Source: an optimization exercise on an open RTL-to-GDS flow (aim: small area). Production flows keep margins and buffers that such runs may drop.
Function was checked by simulation only, so behaviour that the tests miss may differ from the original.

==> design.v <==
module bldc_esc #(parameter DATA_WIDTH = 16,parameter debounce = 3)(
  input clk,              		 
  input reset,            		 
  input pwm_en,						 
  input encoder_a,  				 
  input encoder_b,  				 
  input [DATA_WIDTH-1:0] pwm_period,	 
  input [DATA_WIDTH-1:0] period_reference,	 
  input [DATA_WIDTH-1:0] Kp_ext, 
  input [DATA_WIDTH-1:0] Ki_ext, 
  input [DATA_WIDTH-1:0] Kd_ext, 
  input override_internal_pid,		 
  output reg motor_positive,   		 
  output reg motor_negative 			 
);
  reg motor_pwm;
  reg [DATA_WIDTH-1:0] pwm_counter;
  reg [DATA_WIDTH-1:0] pwm_duty_cycle;
  reg [1:0]encoder_state;
  reg [1:0]prev_encoder_state;
  reg [1:0]pwm_direction;
  reg [DATA_WIDTH-1:0] period_speed ; 
  reg [DATA_WIDTH-1:0] speed_ctr;
  reg [DATA_WIDTH-1:0] Kp ;
  reg [DATA_WIDTH-1:0] Ki ;
  reg [DATA_WIDTH-1:0] Kd ;
  reg signed[DATA_WIDTH-1:0] error;
  reg signed[(DATA_WIDTH)-1:0] integral;
  reg signed[DATA_WIDTH-1:0] derivative;
  reg signed [(DATA_WIDTH)-1:0] pid_output;
  reg signed[DATA_WIDTH-1:0] previous_error;
  reg [2:0] encoder_a_shift_reg;
  reg encoder_a_reg;
  reg [2:0] encoder_b_shift_reg;
  reg encoder_b_reg;
 always @(posedge clk or posedge reset) begin
    if (reset) begin
        integral <= 16'b0;
        pwm_counter <= {DATA_WIDTH{1'b0}};
        encoder_state <= 2'b0;
        prev_encoder_state <= 2'b0;
        pwm_direction<=2'b00;
        motor_positive<=1'b0;
        motor_negative<=1'b0;
        Kp <= 16'd1;
        Ki <= 16'd0;
        Kd <= 16'd0;
        speed_ctr<={DATA_WIDTH{1'b0}};
        previous_error <= {DATA_WIDTH{1'b0}};
        error<=8'b0;
        period_speed <= 16'b0;
        pid_output <= 16'b0;
        derivative <= 16'b0;
        pwm_duty_cycle <= 16'b0;
        motor_pwm <= 1'b0;
        encoder_a_shift_reg <= 3'b0;
        encoder_a_reg <= 1'b0;
        encoder_b_shift_reg <= 3'b0;
        encoder_b_reg <= 1'b0;
    end 
    else begin
        encoder_a_shift_reg <= {encoder_a_shift_reg[debounce-2:0],encoder_a};
        if (encoder_a_shift_reg == {debounce{1'b0}} || encoder_a_shift_reg == {debounce{1'b1}})begin
            encoder_a_reg <= encoder_a_shift_reg[0];
        end
        encoder_b_shift_reg <= {encoder_b_shift_reg[debounce-2:0],encoder_b};
        if (encoder_b_shift_reg == {debounce{1'b0}} || encoder_b_shift_reg == {debounce{1'b1}})begin
            encoder_b_reg <= encoder_b_shift_reg[0];
        end
        pid_output <= Kp * error + Ki * integral + Kd * derivative;	 
        if(pid_output<1) begin			 
			pwm_duty_cycle<=pwm_period;
		end 
		else if (pid_output>pwm_period) begin	 
			pwm_duty_cycle<=1;
		end 
		else begin
			pwm_duty_cycle<= pid_output;	 
		end
        derivative <= error - previous_error;
        if (integral + error > 2047) begin  
            integral <= 2047;  
        end 
        else if (integral + error < -2048) begin
            integral <= -2048; 
        end 
        else begin
            integral <= integral + error;  
        end
        previous_error<=error;
        error <= period_reference - period_speed;
        motor_pwm <= (pwm_counter < pwm_duty_cycle) & pwm_en;  
        if (pwm_counter == pwm_period) begin
            pwm_counter <= 16'd0;
        end
        else begin
            pwm_counter <= pwm_counter + 1;
        end
        encoder_state <= {encoder_a_reg, encoder_b_reg};
        prev_encoder_state <= encoder_state;
        case ({encoder_state, prev_encoder_state})
            4'b0100, 4'b1101,4'b1011: begin 
                pwm_direction<=2'b10;
            end
            4'b1000,4'b1110,4'b0111: begin 
                pwm_direction<=2'b01;
            end
            4'b1100, 4'b0011, 4'b1001,4'b0110: begin 
                pwm_direction<=2'b00;
            end
            default: begin
                pwm_direction<=pwm_direction; 
            end
        endcase
        if(pwm_en==1'b0)begin
            motor_positive<=1'b0;
            motor_negative<=1'b0;
		end 
		else begin
            case(pwm_direction)
                2'b00: begin
      				if(period_reference>32767) begin  
						motor_positive<=1'b0;
						motor_negative<=motor_pwm;
					end
					else begin
						motor_positive<=motor_pwm;
						motor_negative<=1'b0;
					end
                end 
                2'b01:begin
                    motor_positive<=1'b0;
                    motor_negative<=motor_pwm;
                end
                2'b10:begin
                    motor_positive<=motor_pwm;
                    motor_negative<=1'b0;
                end
                default: begin
                    motor_positive <= 1'b0;
                    motor_negative <= 1'b0;
                end
            endcase
        end
		if(override_internal_pid) begin
			Kp<=Kp_ext;
			Ki<=Ki_ext;
			Kd<=Kd_ext;
		end 
		else begin
			Kp<=Kp;
			Ki<=Ki;
			Kd<=Kd;
		end
      if((prev_encoder_state[0]==1'b0 && encoder_a_reg==1'b1) || speed_ctr==16'h00ff) begin
            period_speed<=speed_ctr;
            speed_ctr<={DATA_WIDTH{1'b0}};
        end else begin
            speed_ctr<=speed_ctr+1;
        end
    end
 end
endmodule
==> run.sh <==
#!/bin/bash
# synth_recipe.tcl (not shown) runs the flow's synth.tcl, then flattens the netlist and writes it again
# the make line also repeats each setting of config.mk as NAME=value (left out here)
make -C /OpenROAD-flow-scripts/flow DESIGN_CONFIG=/design/flow/config.mk WORK_HOME=/design/flow/orfs CLKGATE_MAP_FILE= SYNTH_SCRIPT=/design/flow/synth_recipe.tcl finish
==> config.mk <==
export PLATFORM = sky130hd
export DESIGN_NAME = bldc_esc
export DESIGN_NICKNAME = bldc_esc
export VERILOG_FILES = /design/flow/design.v
export SDC_FILE = /design/flow/constraint.sdc
export NUM_CORES = 4
export LEC_CHECK = 0
export CAP_MARGIN = 20
export CORE_MARGIN = 2
export CORE_UTILIZATION = 40
export PLACE_DENSITY = 0.6
export SLEW_MARGIN = 20
==> constraint.sdc <==
create_clock -name core_clock -period 8.0 [get_ports {clk}]
set_input_delay 1.6000 -clock core_clock [delete_from_list [all_inputs] [get_ports {clk}]]
set_output_delay 1.6000 -clock core_clock [all_outputs]
set_load 0.01 [all_outputs]
==> results.sh <==
export IMPL_outcome="finished clean"
export IMPL_routed_wl_um=55940
export IMPL_cp_required_ns=8.47
export IMPL_cp_arrival_ns=7.74
export IMPL_synth_most_common_cell="inv_1"
export IMPL_syn_nets=2938
export IMPL_grtUsageMet2=0.3619
export IMPL_gp_congestion=0.8875
export IMPL_die_h_um=241.9
export IMPL_ys_types=57
export IMPL_synth_commonest_cells="489 x inv_1, 291 x fa_1, 267 x and2_1"
export IMPL_worst_setup_path_type="reg2reg"
export IMPL_path_clk_slew_ns=0.06
export IMPL_min_from="encoder_b_shift_reg[0]"
export IMPL_dieArea_um2=58520
export IMPL_ioPinCount=88
export IMPL_start_util=0.4031
export IMPL_tightest_slew_ns=0.9753
export IMPL_finClkSkew_ns=0.03131
export IMPL_netlist_instances=2346
export IMPL_cts_root_buf="clkbuf_16"
export IMPL_grtUsageMet3=0.01795
export IMPL_slew_headroom=0.3498
export IMPL_die_w_um=241.9
export IMPL_grt_max_degree=140
export IMPL_antenna_cells=0
export IMPL_grt_pass1_vias=17100
export IMPL_slew_viol_final=0
export IMPL_worstReg2RegEnd="pid_output[15]"
export IMPL_cap_violations=0
export IMPL_clock_sinks=209
export IMPL_ys_top_cells_by_area="fa_1 26%, dfrtp_1 23%, ha_1 12%, inv_1 8.1%, and2_1 7.4%"
export IMPL_cp_max_fo=16
export IMPL_cts_inserted_buffers=27
export IMPL_drtAntennaViolNets=0
export IMPL_yosys_area_share_xor_xnor=0.07079
export IMPL_min_path_type="reg2reg"
export IMPL_worst_r2r_setup_slack_ns=0.73
export IMPL_yosys_area_top_type="fa_1"
export IMPL_via_count=15590
export IMPL_fin_crit_sh=0.9090
export IMPL_synth_edf_count=0
export IMPL_cts_htree_levels=1
export IMPL_syn_avg_cell_area_um2=9.651
export IMPL_grt_setup_unrepaired="no"
export IMPL_fin_crit_ns=7.272
export IMPL_first_pass_iters=5
export IMPL_antenna_found_initial=0
export IMPL_fin_util=0.4485
export IMPL_detail_route_iter0_violations=660
export IMPL_crit_path_end_kind="flip-flop"
export IMPL_postCtsSetupBuffers=0
export IMPL_synth_top_cell_area_share=0.2573
export IMPL_hold_viol=0
export IMPL_synth_async_reset_ratio=1.000
export IMPL_io_buffers=87
export IMPL_yosysSeqAreaShare=0.2310
export IMPL_final_nets=3000
export IMPL_cts_tree="yes"
export IMPL_clock_latency_ns=0.58
export IMPL_final_layout_size_suffix_gt1_frac=0.05354
export IMPL_ys_flop_type="dfrtp_1"
export IMPL_grt_usage=0.1984
export IMPL_ctsResizeCount=0
export IMPL_grt_pass1_wl_um=92340
export IMPL_yosysWarnings=1
export IMPL_min_path_cells=0
export IMPL_row_count=87
export IMPL_syn_area_um2=22640
export IMPL_synthSimpleGateAreaFrac=0.1511
export IMPL_core_area_um2=56170
export IMPL_r2r_cells=24
export IMPL_area_delta_synth_final_pct=11.26
export IMPL_cts_hold_buffers=0
export IMPL_whs_endpoint="encoder_b_shift_reg[1]"
export IMPL_routedWlPerCell_um=17.57
export IMPL_clk_path_buf_depth=3
export IMPL_dp_hpwl_um=45960
export IMPL_finalSetupTns_ns=0
export IMPL_synth_compound_area_share=0.05388
export IMPL_drt_vias_per_instance=4.895
export IMPL_synth_top_family_by_area="adder cells"
export IMPL_setup_violations=0
export IMPL_grt_overflow=0
export IMPL_gr_max_usage_layer="met2"
export IMPL_ys_ff_latch=209
export IMPL_timing_rr_start="error[3]"
export IMPL_synthAdderAreaFrac=0.3761
export IMPL_synthMuxAreaShare=0.02487
export IMPL_fmax_mhz=137.5
export IMPL_cp_start_kind="flip-flop"
export IMPL_met1_usage=0.2450
export IMPL_drc=0
==> per-layer routing <==
metal	vias up	routed length [µm]
li1	7330	-
met1	7880	23410
met2	271	29070
met3	104	1475
met4	0	1980
met5	-	0
==> worst max path at each step <==
stage          startpoint              to  slack, ns  cells past startpoint
3_5_place_dp     error[3]  pid_output[15]       0.77                     24
2_1_floorplan       reset           Kd[0]       0.69                      1
3_3_place_gp     error[3]  pid_output[15]       0.87                     24
4_1_cts          error[3]  pid_output[15]       0.76                     24
5_1_grt          error[3]  pid_output[15]       0.44                     24
6_report         error[3]  pid_output[15]       0.73                     24
==> cells by family (layout without fill, tap and decap cells) <==
logic type,count (synthesis),in the layout
compound gates,183,183
xor+xnor,183,183
fa+ha+maj,506,506
buf+inv,553,635
flops,209,209
mux,50,50
simple gates,662,662
==> cell type report <==
type	instances	area [µm²]
inverter	489	1843
timing repair buffer	97	953.4
clock inverter	13	136.4
tap	756	945.9
fill	5478	30980
multi-input combinational	1584	15350
clock buffer	36	729.5
sequential	209	5231
==> cell usage in the layout, fill, tap and decap left out, types with 27 or more instances in the layout <==
| cell type | n |
|---|---|
| ha_1 | 215 |
| nand2_1 | 194 |
| clkbuf_16 | 27 |
| and2_1 | 267 |
| o21ai_0 | 38 |
| xnor2_1 | 139 |
| nand3_1 | 27 |
| mux2_2 | 50 |
| dfrtp_1 | 208 |
| fa_1 | 291 |
| a21oi_1 | 42 |
| clkdlybuf4s50_1 | 86 |
| xor2_1 | 44 |
| inv_1 | 488 |
| nor2_1 | 76 |
==> per-stage QoR <==
stage          cell area (µm²)  std cells  hold slack (ns)  worst slack, ns
6_report                 25190       3184           0.3757           0.7279
5_1_grt                  25190       3184           0.3931           0.4408
4_1_cts                  25160       3183           0.3771           0.7571
3_5_place_dp             24290       3134           0.3643           0.7674
3_3_place_gp             24290       3134           0.3619           0.8677
2_1_floorplan            22640       2346           0.3537           0.6925
==> worst max-delay path: stages (launching register included) <==
cell,delay [ns]
dfrtp_1,0.76
nand2_1,0.18
fa_1,0.56
inv_1,0.06
fa_1,0.50
inv_1,0.05
fa_1,0.48
inv_1,0.05
fa_1,0.50
inv_1,0.06
fa_1,0.57
fa_1,0.48
fa_1,0.55
inv_1,0.05
fa_1,0.48
inv_1,0.05
fa_1,0.37
xor2_1,0.16
xnor2_1,0.19
xnor2_1,0.15
xnor2_1,0.15
xnor2_1,0.10
xnor2_1,0.15
xnor2_1,0.36
xnor2_1,0.17

## separate check: timing with driven ports
In the flow no input, the clock included, has a driving cell. The finished layout below was timed again as built, in two steps.
Step 1 (the two cells are an assumption about what drives the block):
set clk [get_ports {clk}]
set_driving_cell -lib_cell sky130_fd_sc_hd__clkbuf_16 $clk
set_driving_cell -lib_cell sky130_fd_sc_hd__buf_2 [delete_from_list [all_inputs] $clk]
Step 2 moves the port delays by t, midway between the first and last clock arrival at a register: inputs arrive t later, outputs are due t later. That takes back most of the time a late clock gives input paths.
Three values: ideal, step 1, step 2; two values: the first two.
shift t [ns]: 0.631
setup slack, ns: 0.728 / 0.728 / 0.728
worst setup path at the end: register to register
clock arrival spread, ns: 0.031 / 0.031
After both steps this run still meets setup and hold. The setup slack of this run moves by 0.000 ns with the drivers and by 0.000 ns with both steps.
